Source: an optimization exercise on an open RTL-to-GDS flow (aim: small area). Production flows keep margins and buffers that such runs may drop. RTL that was checked went through simulation tests only; none was proved equivalent to the original.

==> inputs of job 6759 <==
==> flow/design.v <==
`timescale 1ns / 1ps
module syntropy_core (
    input wire clk,
    input wire rst_n,
    input wire [15:0] voltage_drift,
    input wire [15:0] packet_loss,
    input wire [15:0] temp_variance,
    input wire [15:0] phase_jitter,
    input wire [15:0] threshold,
    input wire enable_learning,
    input wire mesh_broadcast_en,
    output wire stable,
    output reg [15:0] flux_value,
    output reg [15:0] correction_vector,
    output reg [15:0] optimized_params,
    output wire learning_active,
    output wire mesh_broadcast_req,
    input wire [15:0] mesh_flux_in,
    input wire [15:0] mesh_correction_in,
    input wire mesh_valid_in,
    output reg [15:0] mesh_flux_out,
    output reg [15:0] mesh_correction_out,
    output wire mesh_valid_out,
    output wire [7:0] iteration_count,
    output wire [3:0] state,
    output wire error_flag
);
    localparam IDLE = 3'd0, EVAL = 3'd1, LEARN = 3'd2, CORR = 3'd3, BCAST = 3'd4, ERR = 3'd5;
    reg [2:0] cs;         
    reg [2:0] ps;         
    reg [3:0] ic;         
    reg       lflag;      
    reg [15:0] p;         
    reg [15:0] q;         
    reg [15:0] thr;
    reg        len, men;
    assign state = {1'b0, ps};
    assign iteration_count = {4'd0, ic};
    assign stable = (ps == EVAL) && (cs == IDLE);
    assign learning_active = (ps == LEARN) && (cs == LEARN);
    assign mesh_broadcast_req = (ps == BCAST);
    assign mesh_valid_out = (ps == BCAST);
    assign error_flag = (ps == ERR);
    wire in_eval  = (cs == EVAL);
    wire in_learn = (cs == LEARN);
    wire first    = (ps == EVAL);
    wire fin      = in_learn && !first && ic[3] && ic[1];
    wire iter     = in_learn && !fin;
    wire [15:0] flux_calc = 16'h0100 - (voltage_drift + packet_loss + {8'd0, temp_variance[15:8]} + phase_jitter);
    wire [15:0] x = p + {p[14:0], 1'b0} + (fin ? q : {8'd0, q[15:8]});
    wire [15:0] fl = 16'h0100 - x;
    wire [15:0] f = lflag ? fl : flux_value;    
    wire [15:0] m = in_eval ? flux_calc : f;
    wire [16:0] e = {1'b0, thr} - {1'b0, m};    
    wire ezero = (e[15:0] == 16'd0);
    wire stable_c = e[16] | ezero;              
    wire signed [22:0] e25 = $signed(e) * 23'sd25;
    wire [15:0] pu = p + e25[22:7] + {15'd0, |e[6:0]};
    wire signed [10:0] h = $signed({e[16], e[16:7]}) + $signed({10'd0, |e[6:0]});
    wire signed [14:0] h25 = h * 15'sd25;
    wire [15:0] qu = q + {{9{h25[14]}}, h25[14:8]} + {15'd0, |h25[7:0]};
    wire ovf = flux_calc[15] | pu[15] | qu[15];
    always @(posedge clk) begin
        thr <= threshold;
        len <= enable_learning;
        men <= mesh_broadcast_en;
    end
    always @(posedge clk or negedge rst_n) begin
        if (!rst_n) begin
            cs <= IDLE;
            ps <= IDLE;
            ic <= 4'd0;
            lflag <= 1'b0;
            p <= 16'd0;
            q <= 16'd0;
            flux_value <= 16'd0;
            correction_vector <= 16'd0;
            optimized_params <= 16'd0;
            mesh_flux_out <= 16'd0;
            mesh_correction_out <= 16'd0;
        end else begin
            ps <= cs;
            case (cs)
                IDLE: cs <= ovf ? ERR : EVAL;
                EVAL: cs <= stable_c ? IDLE : (len ? LEARN : CORR);
                LEARN: if (fin) cs <= CORR;
                CORR: cs <= BCAST;
                BCAST: cs <= IDLE;
                ERR: cs <= ERR;
                default: cs <= IDLE;
            endcase
            if (in_eval) begin
                flux_value <= flux_calc;
                lflag <= 1'b0;
                correction_vector <= e[16] ? 16'd0 : e[15:0];
            end
            if (iter) begin
                p <= pu;
                q <= qu;
                lflag <= 1'b1;
                ic <= first ? 4'd1 : ic + 4'd1;
            end
            if (fin) optimized_params <= x;
            if (cs == CORR && men && mesh_valid_in) correction_vector <= mesh_correction_in;
            if (cs == BCAST) begin
                mesh_flux_out <= f;
                mesh_correction_out <= correction_vector;
            end
        end
    end
endmodule
==> flow/run.sh <==
#!/bin/bash
# synth_recipe.tcl (not shown) runs the flow's synth.tcl, then flattens the netlist and writes it again
# the make line also repeats each setting of config.mk as NAME=value (left out here)
make -C /OpenROAD-flow-scripts/flow DESIGN_CONFIG=/design/flow/config.mk WORK_HOME=/design/flow/orfs CLKGATE_MAP_FILE= SYNTH_SCRIPT=/design/flow/synth_recipe.tcl finish
==> flow/config.mk <==
export PLATFORM = sky130hd
export DESIGN_NAME = syntropy_core
export DESIGN_NICKNAME = syntropy_core
export VERILOG_FILES = /design/flow/design.v
export SDC_FILE = /design/flow/constraint.sdc
export NUM_CORES = 4
export LEC_CHECK = 0
export CAP_MARGIN = 20
export CORE_MARGIN = 2
export CORE_UTILIZATION = 40
export SLEW_MARGIN = 20
==> flow/constraint.sdc <==
create_clock -name core_clock -period 13.0 [get_ports {clk}]
set_input_delay 2.6000 -clock core_clock [delete_from_list [all_inputs] [get_ports {clk}]]
set_output_delay 2.6000 -clock core_clock [all_outputs]
set_load 0.01 [all_outputs]
==> inputs of job 6596, as changes to job 6759 <==
--- a/flow/design.v
+++ b/flow/design.v
@@ -46,20 +46,43 @@
     wire first    = (ps == EVAL);
     wire fin      = in_learn && !first && ic[3] && ic[1];
     wire iter     = in_learn && !fin;
-    wire [15:0] flux_calc = 16'h0100 - (voltage_drift + packet_loss + {8'd0, temp_variance[15:8]} + phase_jitter);
-    wire [15:0] x = p + {p[14:0], 1'b0} + (fin ? q : {8'd0, q[15:8]});
-    wire [15:0] fl = 16'h0100 - x;
+    function automatic [23:0] rca(input [23:0] a, input [23:0] b, input ci);
+        integer i;
+        reg c;
+        begin
+            c = ci;
+            for (i = 0; i < 24; i = i + 1) begin
+                rca[i] = a[i] ^ b[i] ^ c;
+                c = (a[i] & b[i]) | (c & (a[i] ^ b[i]));
+            end
+        end
+    endfunction
+    wire [15:0] s_a = rca(voltage_drift, packet_loss, 1'b0);
+    wire [15:0] s_b = rca(s_a, phase_jitter, 1'b0);
+    wire [15:0] s_c = rca(s_b, {8'd0, temp_variance[15:8]}, 1'b0);
+    wire [15:0] flux_calc = rca(~s_c, 16'h0101, 1'b0);
+    wire [15:0] p3 = rca(p, {p[14:0], 1'b0}, 1'b0);
+    wire [15:0] x = rca(p3, fin ? q : {8'd0, q[15:8]}, 1'b0);
+    wire [15:0] fl = rca(~x, 16'h0101, 1'b0);
     wire [15:0] f = lflag ? fl : flux_value;    
     wire [15:0] m = in_eval ? flux_calc : f;
-    wire [16:0] e = {1'b0, thr} - {1'b0, m};    
+    wire [16:0] e = rca({1'b0, thr}, {1'b1, ~m}, 1'b1);    
     wire ezero = (e[15:0] == 16'd0);
     wire stable_c = e[16] | ezero;              
-    wire signed [22:0] e25 = $signed(e) * 23'sd25;
-    wire [15:0] pu = p + e25[22:7] + {15'd0, |e[6:0]};
-    wire signed [10:0] h = $signed({e[16], e[16:7]}) + $signed({10'd0, |e[6:0]});
-    wire signed [14:0] h25 = h * 15'sd25;
-    wire [15:0] qu = q + {{9{h25[14]}}, h25[14:8]} + {15'd0, |h25[7:0]};
-    wire ovf = flux_calc[15] | pu[15] | qu[15];
+    wire [9:0] ea = e[16:7];
+    wire [6:0] eb = e[6:0];
+    wire [15:0] ea16 = {{6{ea[9]}}, ea};
+    wire [11:0] b25 = rca({5'd0, eb}, rca({2'd0, eb, 3'd0}, {1'd0, eb, 4'd0}, 1'b0), 1'b0);
+    wire [4:0] cb = rca(b25[11:7], 5'd0, |b25[6:0]);
+    wire [15:0] a25 = rca(ea16, rca({ea16[12:0], 3'd0}, {ea16[11:0], 4'd0}, 1'b0), 1'b0);
+    wire [15:0] pu = rca(p, a25, 1'b0) ;
+    wire [15:0] pu2 = rca(pu, {11'd0, cb}, 1'b0);
+    wire [10:0] h = rca({ea[9], ea}, 11'd0, |eb);
+    wire [15:0] h16 = {{5{h[10]}}, h};
+    wire [15:0] h25 = rca(h16, rca({h16[12:0], 3'd0}, {h16[11:0], 4'd0}, 1'b0), 1'b0);
+    wire [7:0] g = rca(h25[15:8], 8'd0, |h25[7:0]);
+    wire [15:0] qu = rca(q, {{8{g[7]}}, g}, 1'b0);
+    wire ovf = flux_calc[15] | pu2[15] | qu[15];
     always @(posedge clk) begin
         thr <= threshold;
         len <= enable_learning;
@@ -95,7 +118,7 @@
                 correction_vector <= e[16] ? 16'd0 : e[15:0];
             end
             if (iter) begin
-                p <= pu;
+                p <= pu2;
                 q <= qu;
                 lflag <= 1'b1;
                 ic <= first ? 4'd1 : ic + 4'd1;
==> run_results.csv <==
group,metric,value,unit
grt,grt_max_degree,70,
outcome,status,"finished clean",
worst_setup_path,worstPathRequired,13.33,ns
synthesis,yosysMostFrequentCell,"nand2_1",
placed_design,dpl.hpwl,26.9,mm
worst_setup_path,worst-path-stages,50,
sta,finClkSkew,0.0159,ns
routing,drt-initial-drc-count,486,
layout,post-route-util,0.534,
layout,finalInstanceArea,16900,sq um
layout,multi_input_area_share,0.537,
placed_design,placed_area,16000,sq um
worst_setup_path,path_common_cell,"ha_1",
layout,drive_gt1_frac,0.135,
sta,setup_viol,0,
layout,final_nets,2097,
routing,m1WireLength,15.6,mm
-- figures above: job 6759

==> run_results.csv <==
group,metric,value,unit
outcome,status,"finished with violations",
outcome,check-failures,"negative setup slack",
layout,final_nets,1688,
sta,setup_viol,17,
sta,fin_ws,-4.00,ns
synthesis,yosysMostFrequentCell,"inv_1",
worst_setup_path,path_common_cell,"fa_2",
layout,finalInstanceArea,15400,sq um
placed_design,dpl.hpwl,22.8,mm
layout,multi_input_area_share,0.470,
layout,post-route-util,0.558,
-- figures above: job 6596

The RTL of job 6596 was laid out without a check of its function.

==> run a: inputs <==
Another version of the RTL of syntropy_core (not shown whole).
==> flow/design.v (excerpt) <==
module syntropy_core (
    input wire clk,
    input wire rst_n,
    input wire [15:0] voltage_drift,
    input wire [15:0] packet_loss,
    input wire [15:0] temp_variance,
    input wire [15:0] phase_jitter,
    input wire [15:0] threshold,
    input wire enable_learning,
    input wire mesh_broadcast_en,
    output wire stable,
    output reg [15:0] flux_value,
    output reg [15:0] correction_vector,
    output reg [15:0] optimized_params,
    output wire learning_active,
    output wire mesh_broadcast_req,
    input wire [15:0] mesh_flux_in,
    input wire [15:0] mesh_correction_in,
    input wire mesh_valid_in,
    output reg [15:0] mesh_flux_out,
    output reg [15:0] mesh_correction_out,
    output wire mesh_valid_out,
    output wire [7:0] iteration_count,
    output wire [3:0] state,
    output wire error_flag
);
    localparam IDLE = 3'd0, EVAL = 3'd1, LEARN = 3'd2, CORR = 3'd3, BCAST = 3'd4, ERR = 3'd5;
    reg [2:0] cs;         
    reg [2:0] ps;         
    reg [3:0] ic;         
    reg       fin;        
    reg       lflag;      
    reg [15:0] p;         
    reg [15:0] q;         
    reg [15:0] thr;
    reg        len, men;
    assign state = {1'b0, ps};
    assign iteration_count = {4'd0, ic};
    assign stable = (ps == EVAL) && (cs == IDLE);
    assign learning_active = (ps == LEARN) && (cs == LEARN);
  ...
clock: 13.0 ns
lec_check: 0
cap_margin: 20
core_margin: 2
core_utilization: 40
cts_buf_list: sky130_fd_sc_hd__clkbuf_8
gpl_timing_driven: 0
slew_margin: 20
synth_hierarchical: 1
standard.sh (not shown) runs the stock make flow with config.mk's settings and CLKGATE_MAP_FILE= SYNTH_SCRIPT=/design/flow/synth_recipe.tcl, a recipe that flattens the netlist after the stock synthesis.
==> flow/flow/run.sh <==
#!/bin/bash
set -euo pipefail
bash standard.sh synth > synth.log 2>&1
bash standard.sh \
  'BUFFER_PORTS_ARGS=-buffer_cell sky130_fd_sc_hd__buf_1' \
  'CTS_ARGS=-sink_clustering_enable -repair_clock_nets -buf_list sky130_fd_sc_hd__clkbuf_8 -dont_use_dummy_load' \
  finish > layout.log 2>&1
==> run b (differences from run a) <==
GPL_TIMING_DRIVEN = 1   (was 0)
SETUP_SLACK_MARGIN = -0.2   (was unset)
==> qor summary <==
item	run a	run b
CP Launch Point	q[8]	q[9]
Detailed placer's ending HPWL	19400 µm	17900 µm
Hold_sp	cs[1]	optimized_params[3]
Outcome	no timing/DRC/antenna violations	no timing/DRC/antenna violations
Clock period minus final worst setup slack	12.61 ns	12.76 ns
Final cycle utilization of the critical path	97.0%	98.2%
Number of buffers inserted by post-CTS setup repair	28	3
Met2 layer usage reported by global route	31.0%	30.1%
Met2 Wirelength	11300 µm	10900 µm
Vias	6558	6513
RR Startpoint	q[8]	q[9]
Drt wl/cell	17.5 µm	16.4 µm
No functional check of the RTL was part of any run of this note.

[separate check: timing with driven ports]
No port has a modelled driver above. Below, the same layouts with a new extraction and two added sets of constraints. Step 1 sets driving cells, clkbuf_16 on the clock port and buf_2 on the other inputs (assumed; they add their load-dependent delay and slew). Step 2 also shifts input and output timing later by t, the mid clock arrival at the registers, as if the neighbouring blocks saw the same clock. Three values: ideal, step 1, step 2; two values: the first two.
| run | t, ns | setup WS [ns] | clock arrival spread, ns |
|---|---|---|---|
| job 6759 | 0.484 | 0.621 / 0.643 / 0.159 | 0.015 / 0.016 |
| job 6596 | 0.473 | -3.999 / -3.982 / -4.454 | 0.012 / 0.013 |
| run a | 0.479 | 0.389 / 0.389 / 0.389 | 0.033 / 0.032 |
| run b | 0.468 | 0.238 / 0.238 / 0.238 | 0.031 / 0.030 |
For job 6759, which loses most, drivers alone change the setup slack by +0.022 ns; drivers and shift together by -0.462 ns.
